This is an optimization exercise on Yosys and OpenROAD, whose aim is small area, a short achievable clock period and few clock cycles per item, not a production implementation.
The RTL of this run was laid out without a check of its function.

==> design/flow/config.mk <==
export PLATFORM = sky130hd
export DESIGN_NAME = polinomio
export DESIGN_NICKNAME = polinomio
export VERILOG_FILES = /design/flow/design.v
export SDC_FILE = /design/flow/constraint.sdc
export NUM_CORES = 4
export LEC_CHECK = 0
export CAP_MARGIN = 20
export CORE_MARGIN = 2
export CORE_UTILIZATION = 40
export SLEW_MARGIN = 20
export SYNTH_HIERARCHICAL = 1
==> design/flow/constraint.sdc <==
create_clock -name core_clock -period 9.0 [get_ports {clk}]
set_input_delay 1.8000 -clock core_clock [delete_from_list [all_inputs] [get_ports {clk}]]
set_output_delay 1.8000 -clock core_clock [all_outputs]
set_load 0.01 [all_outputs]
==> design/flow/design.v <==
module mac16(m, x, k, y);
    input [15:0] m;
    input [15:0] x;
    input [15:0] k;
    output [15:0] y;
    wire p1 = m[0] & x[0];
    wire p2 = m[0] & x[1];
    wire p3 = m[0] & x[2];
    wire p4 = m[0] & x[3];
    wire p5 = m[0] & x[4];
    wire p6 = m[0] & x[5];
    wire p7 = m[0] & x[6];
    wire p8 = m[0] & x[7];
    wire p9 = m[0] & x[8];
    wire p10 = m[0] & x[9];
    wire p11 = m[0] & x[10];
    wire p12 = m[0] & x[11];
    wire p13 = m[0] & x[12];
    wire p14 = m[0] & x[13];
    wire p15 = m[0] & x[14];
    wire p16 = m[0] & x[15];
    wire p17 = m[1] & x[0];
    wire p18 = m[1] & x[1];
    wire p19 = m[1] & x[2];
    wire p20 = m[1] & x[3];
    wire p21 = m[1] & x[4];
    wire p22 = m[1] & x[5];
    wire p23 = m[1] & x[6];
    wire p24 = m[1] & x[7];
    wire p25 = m[1] & x[8];
    wire p26 = m[1] & x[9];
    wire p27 = m[1] & x[10];
    wire p28 = m[1] & x[11];
    wire p29 = m[1] & x[12];
    wire p30 = m[1] & x[13];
    wire p31 = m[1] & x[14];
    wire p32 = m[2] & x[0];
    wire p33 = m[2] & x[1];
    wire p34 = m[2] & x[2];
    wire p35 = m[2] & x[3];
    wire p36 = m[2] & x[4];
    wire p37 = m[2] & x[5];
    wire p38 = m[2] & x[6];
    wire p39 = m[2] & x[7];
    wire p40 = m[2] & x[8];
    wire p41 = m[2] & x[9];
    wire p42 = m[2] & x[10];
    wire p43 = m[2] & x[11];
    wire p44 = m[2] & x[12];
    wire p45 = m[2] & x[13];
    wire p46 = m[3] & x[0];
    wire p47 = m[3] & x[1];
    wire p48 = m[3] & x[2];
    wire p49 = m[3] & x[3];
    wire p50 = m[3] & x[4];
    wire p51 = m[3] & x[5];
    wire p52 = m[3] & x[6];
    wire p53 = m[3] & x[7];
    wire p54 = m[3] & x[8];
    wire p55 = m[3] & x[9];
    wire p56 = m[3] & x[10];
    wire p57 = m[3] & x[11];
    wire p58 = m[3] & x[12];
    wire p59 = m[4] & x[0];
    wire p60 = m[4] & x[1];
    wire p61 = m[4] & x[2];
    wire p62 = m[4] & x[3];
    wire p63 = m[4] & x[4];
    wire p64 = m[4] & x[5];
    wire p65 = m[4] & x[6];
    wire p66 = m[4] & x[7];
    wire p67 = m[4] & x[8];
    wire p68 = m[4] & x[9];
    wire p69 = m[4] & x[10];
    wire p70 = m[4] & x[11];
    wire p71 = m[5] & x[0];
    wire p72 = m[5] & x[1];
    wire p73 = m[5] & x[2];
    wire p74 = m[5] & x[3];
    wire p75 = m[5] & x[4];
    wire p76 = m[5] & x[5];
    wire p77 = m[5] & x[6];
    wire p78 = m[5] & x[7];
    wire p79 = m[5] & x[8];
    wire p80 = m[5] & x[9];
    wire p81 = m[5] & x[10];
    wire p82 = m[6] & x[0];
    wire p83 = m[6] & x[1];
    wire p84 = m[6] & x[2];
    wire p85 = m[6] & x[3];
    wire p86 = m[6] & x[4];
    wire p87 = m[6] & x[5];
    wire p88 = m[6] & x[6];
    wire p89 = m[6] & x[7];
    wire p90 = m[6] & x[8];
    wire p91 = m[6] & x[9];
    wire p92 = m[7] & x[0];
    wire p93 = m[7] & x[1];
    wire p94 = m[7] & x[2];
    wire p95 = m[7] & x[3];
    wire p96 = m[7] & x[4];
    wire p97 = m[7] & x[5];
    wire p98 = m[7] & x[6];
    wire p99 = m[7] & x[7];
    wire p100 = m[7] & x[8];
    wire p101 = m[8] & x[0];
    wire p102 = m[8] & x[1];
    wire p103 = m[8] & x[2];
    wire p104 = m[8] & x[3];
    wire p105 = m[8] & x[4];
    wire p106 = m[8] & x[5];
    wire p107 = m[8] & x[6];
    wire p108 = m[8] & x[7];
    wire p109 = m[9] & x[0];
    wire p110 = m[9] & x[1];
    wire p111 = m[9] & x[2];
    wire p112 = m[9] & x[3];
    wire p113 = m[9] & x[4];
    wire p114 = m[9] & x[5];
    wire p115 = m[9] & x[6];
    wire p116 = m[10] & x[0];
    wire p117 = m[10] & x[1];
    wire p118 = m[10] & x[2];
    wire p119 = m[10] & x[3];
    wire p120 = m[10] & x[4];
    wire p121 = m[10] & x[5];
    wire p122 = m[11] & x[0];
    wire p123 = m[11] & x[1];
    wire p124 = m[11] & x[2];
    wire p125 = m[11] & x[3];
    wire p126 = m[11] & x[4];
    wire p127 = m[12] & x[0];
    wire p128 = m[12] & x[1];
    wire p129 = m[12] & x[2];
    wire p130 = m[12] & x[3];
    wire p131 = m[13] & x[0];
    wire p132 = m[13] & x[1];
    wire p133 = m[13] & x[2];
    wire p134 = m[14] & x[0];
    wire p135 = m[14] & x[1];
    wire p136 = m[15] & x[0];
    wire s137, c138;
    ha_cell h138(k[1], p17, s137, c138);
    wire s139, c140;
    fa_cell f140(k[2], p18, p3, s139, c140);
    wire s141, c142;
    ha_cell h142(p32, c138, s141, c142);
    wire s143, c144;
    fa_cell f144(k[3], p19, p33, s143, c144);
    wire s145, c146;
    fa_cell f146(p4, p46, c140, s145, c146);
    wire s147, c148;
    ha_cell h148(s143, c142, s147, c148);
    wire s149, c150;
    fa_cell f150(k[4], p20, p34, s149, c150);
    wire s151, c152;
    fa_cell f152(p47, p5, p59, s151, c152);
    wire s153, c154;
    fa_cell f154(c144, s149, s151, s153, c154);
    wire s155, c156;
    ha_cell h156(c146, c148, s155, c156);
    wire s157, c158;
    fa_cell f158(k[5], p21, p35, s157, c158);
    wire s159, c160;
    fa_cell f160(p48, p6, p60, s159, c160);
    wire s161, c162;
    fa_cell f162(p71, c150, c152, s161, c162);
    wire s163, c164;
    fa_cell f164(s157, s159, c154, s163, c164);
    wire s165, c166;
    ha_cell h166(s161, c156, s165, c166);
    wire s167, c168;
    fa_cell f168(k[6], p22, p36, s167, c168);
    wire s169, c170;
    fa_cell f170(p49, p61, p7, s169, c170);
    wire s171, c172;
    fa_cell f172(p72, p82, c158, s171, c172);
    wire s173, c174;
    fa_cell f174(c160, s167, s169, s173, c174);
    wire s175, c176;
    fa_cell f176(c162, s171, s173, s175, c176);
    wire s177, c178;
    ha_cell h178(c164, c166, s177, c178);
    wire s179, c180;
    fa_cell f180(k[7], p23, p37, s179, c180);
    wire s181, c182;
    fa_cell f182(p50, p62, p73, s181, c182);
    wire s183, c184;
    fa_cell f184(p8, p83, p92, s183, c184);
    wire s185, c186;
    fa_cell f186(c168, c170, s179, s185, c186);
    wire s187, c188;
    fa_cell f188(s181, s183, c172, s187, c188);
    wire s189, c190;
    fa_cell f190(c174, s185, s187, s189, c190);
    wire s191, c192;
    ha_cell h192(c176, c178, s191, c192);
    wire s193, c194;
    fa_cell f194(k[8], p101, p24, s193, c194);
    wire s195, c196;
    fa_cell f196(p38, p51, p63, s195, c196);
    wire s197, c198;
    fa_cell f198(p74, p84, p9, s197, c198);
    wire s199, c200;
    fa_cell f200(p93, c180, c182, s199, c200);
    wire s201, c202;
    fa_cell f202(c184, s193, s195, s201, c202);
    wire s203, c204;
    fa_cell f204(s197, c186, s199, s203, c204);
    wire s205, c206;
    fa_cell f206(s201, c188, s203, s205, c206);
    wire s207, c208;
    ha_cell h208(c190, s205, s207, c208);
    wire s209, c210;
    fa_cell f210(k[9], p10, p102, s209, c210);
    wire s211, c212;
    fa_cell f212(p109, p25, p39, s211, c212);
    wire s213, c214;
    fa_cell f214(p52, p64, p75, s213, c214);
    wire s215, c216;
    fa_cell f216(p85, p94, c194, s215, c216);
    wire s217, c218;
    fa_cell f218(c196, c198, s209, s217, c218);
    wire s219, c220;
    fa_cell f220(s211, s213, c200, s219, c220);
    wire s221, c222;
    fa_cell f222(c202, s215, s217, s221, c222);
    wire s223, c224;
    fa_cell f224(c204, s219, s221, s223, c224);
    wire s225, c226;
    ha_cell h226(c206, s223, s225, c226);
    wire s227, c228;
    fa_cell f228(k[10], p103, p11, s227, c228);
    wire s229, c230;
    fa_cell f230(p110, p116, p26, s229, c230);
    wire s231, c232;
    fa_cell f232(p40, p53, p65, s231, c232);
    wire s233, c234;
    fa_cell f234(p76, p86, p95, s233, c234);
    wire s235, c236;
    fa_cell f236(c210, c212, c214, s235, c236);
    wire s237, c238;
    fa_cell f238(s227, s229, s231, s237, c238);
    wire s239, c240;
    fa_cell f240(s233, c216, c218, s239, c240);
    wire s241, c242;
    fa_cell f242(s235, s237, c220, s241, c242);
    wire s243, c244;
    fa_cell f244(c222, s239, s241, s243, c244);
    wire s245, c246;
    ha_cell h246(c224, s243, s245, c246);
    wire s247, c248;
    fa_cell f248(k[11], p104, p111, s247, c248);
    wire s249, c250;
    fa_cell f250(p117, p12, p122, s249, c250);
    wire s251, c252;
    fa_cell f252(p27, p41, p54, s251, c252);
    wire s253, c254;
    fa_cell f254(p66, p77, p87, s253, c254);
    wire s255, c256;
    fa_cell f256(p96, c228, c230, s255, c256);
    wire s257, c258;
    fa_cell f258(c232, c234, s247, s257, c258);
    wire s259, c260;
    fa_cell f260(s249, s251, s253, s259, c260);
    wire s261, c262;
    fa_cell f262(c236, c238, s255, s261, c262);
    wire s263, c264;
    fa_cell f264(s257, s259, c240, s263, c264);
    wire s265, c266;
    fa_cell f266(s261, c242, s263, s265, c266);
    wire s267, c268;
    ha_cell h268(c244, s265, s267, c268);
    wire s269, c270;
    fa_cell f270(k[12], p105, p112, s269, c270);
    wire s271, c272;
    fa_cell f272(p118, p123, p127, s271, c272);
    wire s273, c274;
    fa_cell f274(p13, p28, p42, s273, c274);
    wire s275, c276;
    fa_cell f276(p55, p67, p78, s275, c276);
    wire s277, c278;
    fa_cell f278(p88, p97, c248, s277, c278);
    wire s279, c280;
    fa_cell f280(c250, c252, c254, s279, c280);
    wire s281, c282;
    fa_cell f282(s269, s271, s273, s281, c282);
    wire s283, c284;
    fa_cell f284(s275, c256, c258, s283, c284);
    wire s285, c286;
    fa_cell f286(c260, s277, s279, s285, c286);
    wire s287, c288;
    fa_cell f288(s281, c262, s283, s287, c288);
    wire s289, c290;
    fa_cell f290(s285, c264, s287, s289, c290);
    wire s291, c292;
    ha_cell h292(c266, s289, s291, c292);
    wire s293, c294;
    fa_cell f294(k[13], p106, p113, s293, c294);
    wire s295, c296;
    fa_cell f296(p119, p124, p128, s295, c296);
    wire s297, c298;
    fa_cell f298(p131, p14, p29, s297, c298);
    wire s299, c300;
    fa_cell f300(p43, p56, p68, s299, c300);
    wire s301, c302;
    fa_cell f302(p79, p89, p98, s301, c302);
    wire s303, c304;
    fa_cell f304(c270, c272, c274, s303, c304);
    wire s305, c306;
    fa_cell f306(c276, s293, s295, s305, c306);
    wire s307, c308;
    fa_cell f308(s297, s299, s301, s307, c308);
    wire s309, c310;
    fa_cell f310(c278, c280, c282, s309, c310);
    wire s311, c312;
    fa_cell f312(s303, s305, s307, s311, c312);
    wire s313, c314;
    fa_cell f314(c284, c286, s309, s313, c314);
    wire s315, c316;
    fa_cell f316(s311, c288, s313, s315, c316);
    wire s317, c318;
    ha_cell h318(c290, s315, s317, c318);
    wire s319, c320;
    fa_cell f320(k[14], p107, p114, s319, c320);
    wire s321, c322;
    fa_cell f322(p120, p125, p129, s321, c322);
    wire s323, c324;
    fa_cell f324(p132, p134, p15, s323, c324);
    wire s325, c326;
    fa_cell f326(p30, p44, p57, s325, c326);
    wire s327, c328;
    fa_cell f328(p69, p80, p90, s327, c328);
    wire s329, c330;
    fa_cell f330(p99, c294, c296, s329, c330);
    wire s331, c332;
    fa_cell f332(c298, c300, c302, s331, c332);
    wire s333, c334;
    fa_cell f334(s319, s321, s323, s333, c334);
    wire s335, c336;
    fa_cell f336(s325, s327, c304, s335, c336);
    wire s337, c338;
    fa_cell f338(c306, c308, s329, s337, c338);
    wire s339, c340;
    fa_cell f340(s331, s333, c310, s339, c340);
    wire s341, c342;
    fa_cell f342(s335, c312, s337, s341, c342);
    wire s343, c344;
    fa_cell f344(c314, s339, s341, s343, c344);
    wire s345, c346;
    ha_cell h346(c316, s343, s345, c346);
    wire s347, c348;
    fa_cell f348(k[15], p100, p108, s347, c348);
    wire s349, c350;
    fa_cell f350(p115, p121, p126, s349, c350);
    wire s351, c352;
    fa_cell f352(p130, p133, p135, s351, c352);
    wire s353, c354;
    fa_cell f354(p136, p16, p31, s353, c354);
    wire s355, c356;
    fa_cell f356(p45, p58, p70, s355, c356);
    wire s357, c358;
    fa_cell f358(p81, p91, c320, s357, c358);
    wire s359, c360;
    fa_cell f360(c322, c324, c326, s359, c360);
    wire s361, c362;
    fa_cell f362(c328, s347, s349, s361, c362);
    wire s363, c364;
    fa_cell f364(s351, s353, s355, s363, c364);
    wire s365, c366;
    fa_cell f366(c330, c332, c334, s365, c366);
    wire s367, c368;
    fa_cell f368(s357, s359, s361, s367, c368);
    wire s369, c370;
    fa_cell f370(s363, c336, c338, s369, c370);
    wire s371, c372;
    fa_cell f372(s365, s367, c340, s371, c372);
    wire s373, c374;
    fa_cell f374(c342, s369, s371, s373, c374);
    wire s375, c376;
    ha_cell h376(c344, c346, s375, c376);
    wire [15:0] r0 = {s373, c318, c292, c268, c246, c226, c208, c192, s189, s175, s163, s153, s147, s139, p2, k[0]};
    wire [15:0] r1 = {s375, s345, s317, s291, s267, s245, s225, s207, s191, s177, s165, s155, s145, s141, s137, p1};
    wire [15:0] g0 = r0 & r1;
    wire [15:0] p0 = r0 ^ r1;
    wire g377 = g0[1] | (p0[1] & g0[0]);
    wire q378 = p0[1] & p0[0];
    wire g379 = g0[3] | (p0[3] & g0[2]);
    wire q380 = p0[3] & p0[2];
    wire g381 = g0[5] | (p0[5] & g0[4]);
    wire q382 = p0[5] & p0[4];
    wire g383 = g0[7] | (p0[7] & g0[6]);
    wire q384 = p0[7] & p0[6];
    wire g385 = g0[9] | (p0[9] & g0[8]);
    wire q386 = p0[9] & p0[8];
    wire g387 = g0[11] | (p0[11] & g0[10]);
    wire q388 = p0[11] & p0[10];
    wire g389 = g0[13] | (p0[13] & g0[12]);
    wire q390 = p0[13] & p0[12];
    wire g391 = g0[15] | (p0[15] & g0[14]);
    wire q392 = p0[15] & p0[14];
    wire g393 = g0[2] | (p0[2] & g377);
    wire q394 = p0[2] & q378;
    wire g395 = g379 | (q380 & g377);
    wire q396 = q380 & q378;
    wire g397 = g0[6] | (p0[6] & g381);
    wire q398 = p0[6] & q382;
    wire g399 = g383 | (q384 & g381);
    wire q400 = q384 & q382;
    wire g401 = g0[10] | (p0[10] & g385);
    wire q402 = p0[10] & q386;
    wire g403 = g387 | (q388 & g385);
    wire q404 = q388 & q386;
    wire g405 = g0[14] | (p0[14] & g389);
    wire q406 = p0[14] & q390;
    wire g407 = g391 | (q392 & g389);
    wire q408 = q392 & q390;
    wire g409 = g0[4] | (p0[4] & g395);
    wire q410 = p0[4] & q396;
    wire g411 = g381 | (q382 & g395);
    wire q412 = q382 & q396;
    wire g413 = g397 | (q398 & g395);
    wire q414 = q398 & q396;
    wire g415 = g399 | (q400 & g395);
    wire q416 = q400 & q396;
    wire g417 = g0[12] | (p0[12] & g403);
    wire q418 = p0[12] & q404;
    wire g419 = g389 | (q390 & g403);
    wire q420 = q390 & q404;
    wire g421 = g405 | (q406 & g403);
    wire q422 = q406 & q404;
    wire g423 = g407 | (q408 & g403);
    wire q424 = q408 & q404;
    wire g425 = g0[8] | (p0[8] & g415);
    wire q426 = p0[8] & q416;
    wire g427 = g385 | (q386 & g415);
    wire q428 = q386 & q416;
    wire g429 = g401 | (q402 & g415);
    wire q430 = q402 & q416;
    wire g431 = g403 | (q404 & g415);
    wire q432 = q404 & q416;
    wire g433 = g417 | (q418 & g415);
    wire q434 = q418 & q416;
    wire g435 = g419 | (q420 & g415);
    wire q436 = q420 & q416;
    wire g437 = g421 | (q422 & g415);
    wire q438 = q422 & q416;
    wire g439 = g423 | (q424 & g415);
    wire q440 = q424 & q416;
    assign y[0] = p0[0];
    assign y[1] = p0[1] ^ g0[0];
    assign y[2] = p0[2] ^ g377;
    assign y[3] = p0[3] ^ g393;
    assign y[4] = p0[4] ^ g395;
    assign y[5] = p0[5] ^ g409;
    assign y[6] = p0[6] ^ g411;
    assign y[7] = p0[7] ^ g413;
    assign y[8] = p0[8] ^ g415;
    assign y[9] = p0[9] ^ g425;
    assign y[10] = p0[10] ^ g427;
    assign y[11] = p0[11] ^ g429;
    assign y[12] = p0[12] ^ g431;
    assign y[13] = p0[13] ^ g433;
    assign y[14] = p0[14] ^ g435;
    assign y[15] = p0[15] ^ g437;
endmodule
module fa_cell(a, b, c, s, co);
    input a, b, c;
    output s, co;
    assign s = a ^ b ^ c;
    assign co = (a & b) | (a & c) | (b & c);
endmodule
module ha_cell(a, b, s, co);
    input a, b;
    output s, co;
    assign s = a ^ b;
    assign co = a & b;
endmodule
module polinomio(clk, inicio, reset, a, b, c, x, saida, pronto, livre);
    input clk;
    input inicio;
    input reset;
    input [15:0] a;
    input [15:0] b;
    input [15:0] c;
    input [15:0] x;
    output [15:0] saida;
    output pronto;
    output livre;
    reg [15:0] acc;
    reg livre_r;    
    reg pronto_r;
    wire [15:0] m = livre_r ? a : acc;
    wire [15:0] k = livre_r ? b : c;
    wire [15:0] y;
    mac16 u0(m, x, k, y);
    always @(posedge clk) begin
        acc <= y;
        if (reset) begin
            livre_r <= 1'b1;
            pronto_r <= 1'b0;
        end else begin
            livre_r <= ~(livre_r & inicio);
            pronto_r <= ~livre_r;
        end
    end
    assign saida = acc;
    assign pronto = pronto_r;
    assign livre = livre_r;
endmodule
==> design/flow/run.sh <==
#!/bin/bash
# synth_recipe.tcl (not shown) runs the flow's synth.tcl, then flattens the netlist and writes it again
# the make line also repeats each setting of config.mk as NAME=value (left out here)
make -C /OpenROAD-flow-scripts/flow DESIGN_CONFIG=/design/flow/config.mk WORK_HOME=/design/flow/orfs CLKGATE_MAP_FILE= SYNTH_SCRIPT=/design/flow/synth_recipe.tcl finish
==> flow_summary_export.csv <==
group,metric,value,unit
clocking,numCtsBuffers,3,
routing,final_antenna_net_count,0,
setup_path,slowest_delay,0.74,ns
cells_and_area,fillCellCount,1056,
logic_synthesis,ys.flop_type,"dfxtp_1",
clocking,clock_latency,0.26,ns
place,pre_cts_slack,2.28,ns
timing,skew,0.00730,ns
floorplanning,rows,39,
logic_synthesis,synth_edf_count,0,
setup_path,path_cells,"clkdlybuf4s50_1 > and2_1 > fa_1 > fa_1 > fa_1 > fa_1 > fa_1 > ha_1 > ha_1 > a21oi_1 > o21ai_1 > a21o_1 > a2111o_1 > nand3_1",
logic_synthesis,yosysTopAreaCellShare,45.8,%
timing,max_slew_margin,57.1,%
setup_path,cp_max_fo,15,
cells_and_area,n_antenna_cell,0,
logic_synthesis,yosys_warnings,7,
global_routing,antenna_found_initial,0,
job,cap_violations,0,
timing,fmax,154,MHz
run_status,outcome,"timing/DRC/antenna clean",
cells_and_area,final_util,50.0,%
routing,vias,3229,
setup_path,worstPathRequired,9.19,ns
logic_synthesis,synth_area_leaders,"fa_1, and2_1, mux2_4, ha_1, dfxtp_1",
clocking,cts.sinks,18,
routing,drcViolationCount,0,
setup_path,end_kind,"flop",
cells_and_area,drive_gt1_share,8.51,%
routing,wl_per_cell,20.6,um
routing,totalWireLength,12900,um
clocking,root_buffer,"clkbuf_16",
cells_and_area,synthToLayoutAreaGrowth,21.0,%
clocking,cts_tree,"done",
logic_synthesis,yosys.area.top_type,"fa_1",
timing,setup_ws,2.52,ns
routing,viasPerCell,5.17,
routing,drt_pass1_iterations,15,
logic_synthesis,ys_ff_latch,18,
timing,tightest_slew,0.641,ns
global_routing,grt_overflow_total,0,
logic_synthesis,yosysUniqueCellTypes,36,
global_routing,grt_pass1_wl,21200,um
floorplanning,start_util,41.4,%
setup_path,cp.arrival,6.67,ns
place,gp_congestion,0.862,
logic_synthesis,syn_nets,614,
clocking,cts_hold_buf,0,
timing,setup-violations-final,0,
timing,tns,0,ns
hold_path,hold_class,"reg -> reg",
floorplanning,io_pins,85,
global_routing,grtUsageTotal,21.7,%
logic_synthesis,async_flop_share,0,%
timing,period_share,72.0,%
routing,drt_iter0_drc,106,
timing,fin_crit,6.48,ns
logic_synthesis,synthCells,409,
setup_path,crit_path_frequent_cell,"fa_1",
clocking,clk_pin_slew,0.05,ns
place,port_buffers,84,
timing,rsz0062_at_grt,"no",
cells_and_area,fin_nets,688,
global_routing,grt_pass1_vias,3891,
clocking,clockBufferDepth,2,
clocking,post_cts_buffers,0,
clocking,post_cts_resized,0,
floorplanning,coreArea,0.0115,mm^2
logic_synthesis,seq_area_frac_synth,7.57,%
global_routing,grt_start_max_net_pins,27,
logic_synthesis,netlist_area,0.00476,mm^2
timing,hold_slack,0.957,ns
clocking,ctsHtreeMaxLevel,1,
floorplanning,die_width,113,um
floorplanning,design.die.area,0.0128,mm^2
setup_path,crit_slowest_cell,"clkdlybuf4s50_1",
floorplanning,die_h,113,um
timing,slew_viol_final,0,
setup_path,crit_type,"in -> reg",
logic_synthesis,avgSynthCellArea,11.6,um^2
place,hpwlAfterDp,10300,um
setup_path,start_kind,"input port",
timing,hold_viol,0,
-- critical path: cells and delay by family --
| family | cells | cell delay [ns] |
|---|---|---|
| buffers and inverters | 1 | 0.74 |
| AND/OR/NAND/NOR | 2 | 0.42 |
| adder cells (fa/ha/maj) | 7 | 2.80 |
| AO/OA/AOI/OAI | 4 | 0.89 |
-- per-module statistics from Yosys (local to each module, per instance) --
module	cells	area, um^2
mac16	233	1560
fa_cell	1	20.0
ha_cell	1	12.5
polinomio	56	908
-- kinds of logic after synthesis --
family	synth area share (%)
AND/OR/NAND/NOR	20.6
adder cells (fa/ha/maj)	53.4
multiplexers	10.2
buffers and inverters	3.39
AO/OA/AOI/OAI	3.34
flip-flops	7.57
XOR/XNOR	1.47
-- cells in the final DEF (no fill, tap or decap), drive strengths merged, types with 2 or more instances in the layout --
cell,count
clkbuf,4
ha,29
mux2i,2
nor3,3
mux2,32
nor2b,3
nand2,3
o21ai,2
nand3,4
a21oi,8
and2,137
xnor2,7
clkdlybuf4s50,84
fa,109
dfxtp,18
a21o,2
nor2,7
inv,12
-- stage by stage --
step,instance area (um^2),instances
after floorplan,4760,409
after global placement,5670,621
after detailed placement,5670,621
after CTS,5760,625
after global routing,5760,625
final,5760,625
-- metal layers --
| layer | wire, um | part of all wire, % | track usage (%) | up-vias |
|---|---|---|---|---|
| met1 | 5860 | 46 | 30.1 | 1676 |
| met3 | 713 | 5.5 | 3.70 | 10 |
| li1 | - | - | - | 1442 |
| met5 | 0 | 0 | 0 | - |
| met4 | 90 | 0.70 | 2.85 | 0 |
| met2 | 6200 | 48 | 36.8 | 101 |
-- flip-flops by register name (all words and copies together), names as in the netlist --
register and cells:
pronto_r 1, acc 16, livre_r 1
-- final timing paths --
| kind | from | to | slack (ns) | cells after the start |
|---|---|---|---|---|
| worst max register to register | livre_r | acc[14] | 3.34 | 15 |
| worst min register to register | acc[0] | acc[0] | 0.96 | 3 |
| worst max-delay path | x[1] | acc[14] | 2.52 | 14 |
| worst min-delay path | acc[0] | acc[0] | 0.96 | 3 |
-- Yosys cell counts (all sizes together), types with 3 or more instances --
library cell / instances
and2: 137
fa: 109
mux2: 32
ha: 29
dfxtp: 18
clkbuf: 12
inv: 12
a21oi: 8
nor2: 7
xnor2: 7
buf: 4
nand3: 4
nand2: 3
nor2b: 3
nor3: 3
-- cell type report --
type                            count  area [um^2]  share of cell area [%]
Multi-Input combinational cell    363         4240                    73.6
Timing Repair Buffer               85          848                    14.7
Sequential cell                    18          362                    6.27
Tap cell                          143          179                    3.10
Clock buffer                        4         88.8                    1.54
Inverter                           12         45.0                   0.782

what the ideal ports hide:
In the flow no input, the clock included, has a driving cell. The finished layout below was timed again as built, in two steps. Step 1 sets driving cells, clkbuf_16 on the clock port and buf_2 on the other inputs (assumed; they add their load-dependent delay and slew). Step 2 times the ports against the registers' clock, not the clock port: input delays grow and output delays shrink by t, the midpoint of the rising clock arrivals with the driver on. Slacks: no drivers / after step 1 / after step 2; pairs: no drivers / after step 1.
shift t [ns]: 0.278
slack for setup (ns): 2.522 / 2.524 / 2.246
worst setup path after step 2: input to register
slew at the worst register clock pin (ns): 0.06 / 0.06
worst slew at a driven data input, ns: 0.04
After both steps this run still meets setup and hold. For this run, drivers alone change the setup slack by +0.002 ns; drivers and shift together by -0.276 ns.
